Source: an optimization exercise on an open RTL-to-GDS flow (aim: small area, a short achievable clock period and few clock cycles per item). Production flows keep margins and buffers that such runs may drop. At most, simulation tests tie the RTL to the original design; equivalence was not proved.

red:
## Reconstructor
module Reconstructor(
    input enable,
    input CLK,
    input reset,
    input [7:0]height,
    input [7:0]width,
    input Vector_sig,
    input [7:0]mv_x,
    input [7:0]addr_x,
    input [7:0]mv_y,
    input [7:0]addr_y,
    output Nxt_block_sig,
    input [1:0]data_type,
    output [15:0]Tindex,
    input [5:0]pdi,
    output [15:0]index,
    output we,
    output [8:0]datax_out,
    output [8:0]datay_out,
    output [5:0]pdo
    );
export LEC_CHECK = 0
export ABC_CLOCK_PERIOD_IN_PS = 6000
export CAP_MARGIN = 20
export CORE_MARGIN = 2
export CORE_UTILIZATION = 40
export CTS_BUF_LIST = sky130_fd_sc_hd__clkbuf_8
export CTS_CLUSTER_SIZE = 30
export PLACE_DENSITY = 0.6
export SETUP_SLACK_MARGIN = 4.5
export SLEW_MARGIN = 20
create_clock -name core_clock -period 11.0 [get_ports {CLK}]
standard.sh (not shown) runs the stock make flow with config.mk's settings and CLKGATE_MAP_FILE= SYNTH_SCRIPT=/design/flow/synth_recipe.tcl, a recipe that flattens the netlist after the stock synthesis.
==> flow/flow/run.sh <==
#!/bin/bash
# Standard layout, with every port buffered by sky130_fd_sc_hd__buf_1 and a
# clock tree of clkbuf_8 without dummy loads.
set -euo pipefail
export BUFFER_PORTS_ARGS="-buffer_cell sky130_fd_sc_hd__buf_1"
export CTS_ARGS="-sink_clustering_enable -repair_clock_nets -dont_use_dummy_load -buf_list sky130_fd_sc_hd__clkbuf_8 -sink_clustering_size 30 -sink_clustering_max_diameter 150"
bash standard.sh > standard.log 2>&1
Testbench counts of red, summed over its fixed seeds: cycles 37,693, vectors 5,350.
Here is what was changed in the inputs of blue compared with red.
diff --git a/flow/design.v b/flow/design.v
--- a/flow/design.v
+++ b/flow/design.v
@@ -40,15 +40,28 @@
 function [4:0] oa;
   input [1:0] k;
   input [1:0] rx, ry;
   reg [2:0] cx, cy;
   begin
     cx = k[0] ? {1'b0, rx} : (rx == 2'd0 ? 3'd4 : {1'b0, 2'd0 - rx});
     cy = k[1] ? {1'b0, ry} : (ry == 2'd0 ? 3'd4 : {1'b0, 2'd0 - ry});
-    oa = cx * cy;
+    case ({cx[2], cy[2]})
+      2'b11: oa = 5'd16;
+      2'b10: oa = {1'b0, cy[1:0], 2'b00};
+      2'b01: oa = {1'b0, cx[1:0], 2'b00};
+      default: case ({cx[1:0], cy[1:0]})
+        4'b0101: oa = 5'd1;
+        4'b0110, 4'b1001: oa = 5'd2;
+        4'b0111, 4'b1101: oa = 5'd3;
+        4'b1010: oa = 5'd4;
+        4'b1011, 4'b1110: oa = 5'd6;
+        4'b1111: oa = 5'd9;
+        default: oa = 5'd0;
+      endcase
+    endcase
   end
 endfunction
 wire [4:0] oaN = oa(kN, rx, ry);
 wire [4:0] pN = oaN + {btype, 2'b00};                           
 wire [4:0] pN0 = oaN + {(tv ? btype : data_type), 2'b00};      
 wire s_rd = (state == RD), s_tl = (state == TL), s_wr = (state == WR);
 wire gt = {1'b0, preg} > pdi;
==> comparison <==
- blue ended up with a lower area overhead of the layout relative to synthesis than red did.
- | setup slack | blue vs red | worse |
- blue -> red: count of clock-net buffers in the final layout delta 0, exact match
- Changes observed in blue relative to red: final design instance area without fill higher.
- [compare] base=red new=blue: number of vias per cell shows an increase of about 0.7%; setup slack at placement picked up an extra 110 ps; total instance count after detailed placement now larger.
- Total via count in the routed design: blue vs red up 126
- Looking at met2 track utilization from global routing, blue sits 2.1 points above red.
- Lower wire length was reported by red, not blue.
- Compared with red, blue shows starting density of the core higher by 0.26 points.
- blue ended up with more standard cells than red.
- For red, the end point of the critical path was N[14]$_DFF_P_, unlike blue, where it was N[15]$_DFF_P_.
No functional check of the RTL was part of blue.

Reconstructor, a different RTL version from the one above (not shown whole).
Size: about 670 cells after synthesis, about 60 flip-flops, roughly 120 I/O pins, roughly 6000 um^2 of cells after synthesis.
==> flow/config.mk <==
export PLATFORM = sky130hd
export DESIGN_NAME = Reconstructor
export DESIGN_NICKNAME = Reconstructor
export VERILOG_FILES = /design/flow/design.v
export SDC_FILE = /design/flow/constraint.sdc
export NUM_CORES = 4
export LEC_CHECK = 0
export ABC_CLOCK_PERIOD_IN_PS = 6000
export CAP_MARGIN = 20
export CORE_MARGIN = 2
export CORE_UTILIZATION = 40
export CTS_BUF_LIST = sky130_fd_sc_hd__clkbuf_8
export CTS_CLUSTER_SIZE = 30
export PLACE_DENSITY = 0.6
export SETUP_SLACK_MARGIN = 5
export SLEW_MARGIN = 20
==> flow/constraint.sdc <==
create_clock -name core_clock -period 11.0 [get_ports {CLK}]
set_input_delay 2.2000 -clock core_clock [delete_from_list [all_inputs] [get_ports {CLK}]]
set_output_delay 2.2000 -clock core_clock [all_outputs]
set_load 0.01 [all_outputs]
Scripts as last shown in full above: flow/flow/run.sh
Rerun with:
--- a/flow/design.v
+++ b/flow/design.v
@@ -23,25 +23,20 @@
 reg [2:0] state;
 reg [15:0] N;             
 reg [1:0] kN;             
 reg [1:0] kP;             
 reg pv;                   
 reg tv;                   
 reg [3:0] f;              
 reg [4:0] preg;           
 reg [1:0] btype;
-reg [1:0] rx, ry;
-reg ser;                  
-always @(posedge CLK) begin
-  rx <= mv_x[1:0];
-  ry <= mv_y[1:0];
-  ser <= (width == 8'd0) | (width == 8'd1) | (width == 8'd255);
-end
+wire [1:0] rx = mv_x[1:0], ry = mv_y[1:0];
+wire ser = (width == 8'd0) | (width == 8'd1) | (width == 8'd255);    
 wire hasx = |rx, hasy = |ry;
 function [4:0] oa;
   input [1:0] k;
   input [1:0] rx, ry;
   reg [2:0] cx, cy;
   begin
     cx = k[0] ? {1'b0, rx} : (rx == 2'd0 ? 3'd4 : {1'b0, 2'd0 - rx});
     cy = k[1] ? {1'b0, ry} : (ry == 2'd0 ? 3'd4 : {1'b0, 2'd0 - ry});
     case ({cx[2], cy[2]})
@@ -83,71 +78,65 @@
 endfunction
 function [1:0] first;
   input [3:0] fl;
   first = fl[0] ? 2'd0 : fl[1] ? 2'd1 : fl[2] ? 2'd2 : 2'd3;
 endfunction
 function [2:0] target;
   input [2:0] st;
   input [1:0] k;
   input [3:0] fl;
-  input [1:0] last;
   input sr, hx, hy;
   reg [2:0] n;
-  reg [3:0] rem;
   begin
     n = nextk(k, hx, hy);
-    rem = fl & ~(4'b0001 << k);
     target = {1'b0, k};
     case (st)
       S1: target = 3'd0;
       RD: if (n[2] & ~sr) target = {1'b0, n[1:0]};
-          else if (|fl) target = {1'b0, first(fl)};
-      TL: if (k != last) target = {1'b0, (|rem) ? first(rem) : last};
-          else if (|fl) target = {1'b0, first(fl)};
+      TL: if (|fl) target = {1'b0, first(fl)};
           else if (sr & n[2]) target = {1'b0, n[1:0]};
           else target = 3'b100;
       WR: if (|fl) target = {1'b0, first(fl)}; else target = 3'b100;
       default: target = 3'b100;
     endcase
   end
 endfunction
 wire [2:0] nk = nextk(kN, hasx, hasy);
 wire nv = nk[2];
+reg sercont;
+always @(posedge CLK) sercont <= ser & nv;
 wire [3:0] fr = s_wr ? f & ~(4'b0001 << kN) : f;    
 wire fany = |fr;
-wire tlb = s_tl & (kN != kP);        
-wire wr_done = s_wr & ~f[kN] & ~fany;   
 reg [2:0] ns;
 always @(*)
   case (state)
     IDLE: ns = enable ? WAIT : IDLE;
     WAIT: ns = Vector_sig ? S1 : WAIT;
     S1:   ns = RD;
     RD:   ns = (~nv | ser) ? TL : RD;
-    TL:   ns = (tlb | fany) ? WR : (ser & nv) ? RD : (~gt & Vector_sig) ? S1 : WAIT;
-    WR:   ns = fany ? WR : (wr_done & Vector_sig) ? S1 : WAIT;
+    TL:   ns = fany ? WR : sercont ? RD : (~gt & Vector_sig) ? S1 : WAIT;
+    WR:   ns = fany ? WR : WAIT;
     default: ns = IDLE;
   endcase
 reg [3:0] fn;
 always @(*) begin
   fn = f;
   case (state)
     S1: fn = 4'd0;
     RD: if (pv) fn[kP] = gt;
-    TL: if (tlb) fn = (f & ~(4'b0001 << kN)) | ({3'b000, gt} << kP);
     WR: fn = fr;
     default: ;
   endcase
 end
 reg [1:0] tgt;
 reg tmode;
 wire [3:0] fnr = (ns == WR) ? fn & ~(4'b0001 << tgt) : fn;
-wire [2:0] tn = target(ns, tgt, fnr, kN, ser, hasx, hasy);
+wire [2:0] tn = target(ns, tgt, fnr, ser, hasx, hasy);
 reg [7:0] ryc, rxc;
 always @(posedge CLK) begin
   tgt <= tn[1:0];
   tmode <= tn[2];
   ryc <= addr_y + mv_y[7:2] + {7'd0, tn[1]};
   rxc <= addr_x + mv_x[7:2] + {7'd0, tn[0]};
 end
 wire [7:0] op = tmode ? addr_y : ryc;
 wire [7:0] ax = tmode ? addr_x : rxc;
@@ -261,23 +250,23 @@
 wire s107 = c80 ^ s81 ^ (op[7] & width[5]);
 wire c108 = (c80 & s81) | (c80 & (op[7] & width[5])) | (s81 & (op[7] & width[5]));
 wire s109 = c82 ^ s83 ^ (op[7] & width[6]);
 wire c110 = (c82 & s83) | (c82 & (op[7] & width[6])) | (s83 & (op[7] & width[6]));
 wire s111 = c84 ^ 1'b1 ^ (op[7] & width[7]);
 wire c112 = (c84 & 1'b1) | (c84 & (op[7] & width[7])) | (1'b1 & (op[7] & width[7]));
 wire [15:0] ta = {c112, c110, c108, c106, c104, c102, c100, c98, c96, c94, c92, c90, c88, c86, s85, r0[0]};
 wire [15:0] tb = {1'b1, s111, s109, s107, s105, s103, s101, s99, s97, s95, s93, s91, s89, s87, ax[1], ax[0]};
 wire [15:0] M = ta + tb;
-wire tl_done = s_tl & ~tlb & ~fany & ~(ser & nv);    
-assign Nxt_block_sig = (state == WAIT) | (tl_done & ~gt) | wr_done;
+wire tl_done = s_tl & ~fany & ~sercont;    
+assign Nxt_block_sig = (state == WAIT) | (tl_done & ~gt);
 assign Tindex = N;
 assign index = N;
-assign we = (s_tl & (gt | tlb)) | (s_wr & f[kN]);
+assign we = (s_tl & gt) | s_wr;
 assign pdo = {1'b0, pN};
 assign datax_out = {1'b0, mv_x};
 assign datay_out = {1'b0, mv_y};
 always @(posedge CLK or posedge reset)
   if (reset)
     state <= IDLE;
   else
     state <= ns;
 always @(posedge CLK) begin
Outcome: The new run completed with no timing, DRC or antenna violations; sequential cell count decreases by 4; count of clock-buffer cells in the layout went down by 4; first-iteration DRC count drops by 48%; global-route usage went down by 0.16 points.
No functional check of the RTL was part of any run of this note.

## port drivers added, routing unchanged
How much do the figures lean on ideal ports? The routed layouts below were timed once more, with nothing changed but the port constraints. Step 1, drivers: a clkbuf_16 drives CLK and a buf_2 each remaining input, both assumed. Step 2, shift: input delay + t, output delay - t, t = (earliest + latest rising clock arrival at the registers) / 2. This alone moves slack from input paths to output paths. Slacks: ideal ports / drivers / drivers and shift; pairs: ideal ports / drivers.
run | shift t [ns] | slack for setup (ns) | latest minus earliest clock arrival (ns) | pins driven straight from the clock port
red | 0.384 | 4.830 / 4.841 / 4.457 | 0.025 / 0.026 | 1
blue | 0.391 | 4.734 / 4.751 / 4.360 | 0.012 / 0.012 | 1
the first run of note 2 | 0.388 | 5.039 / 5.007 / 4.777 | 0.022 / 0.023 | 1
the second run of note 2 | 0.355 | 4.790 / 4.745 / 4.714 | 0.018 / 0.018 | 1
After both steps setup and hold are still met in every run listed. For blue, which loses most, drivers alone change the setup slack by +0.017 ns; drivers and shift together by -0.374 ns.
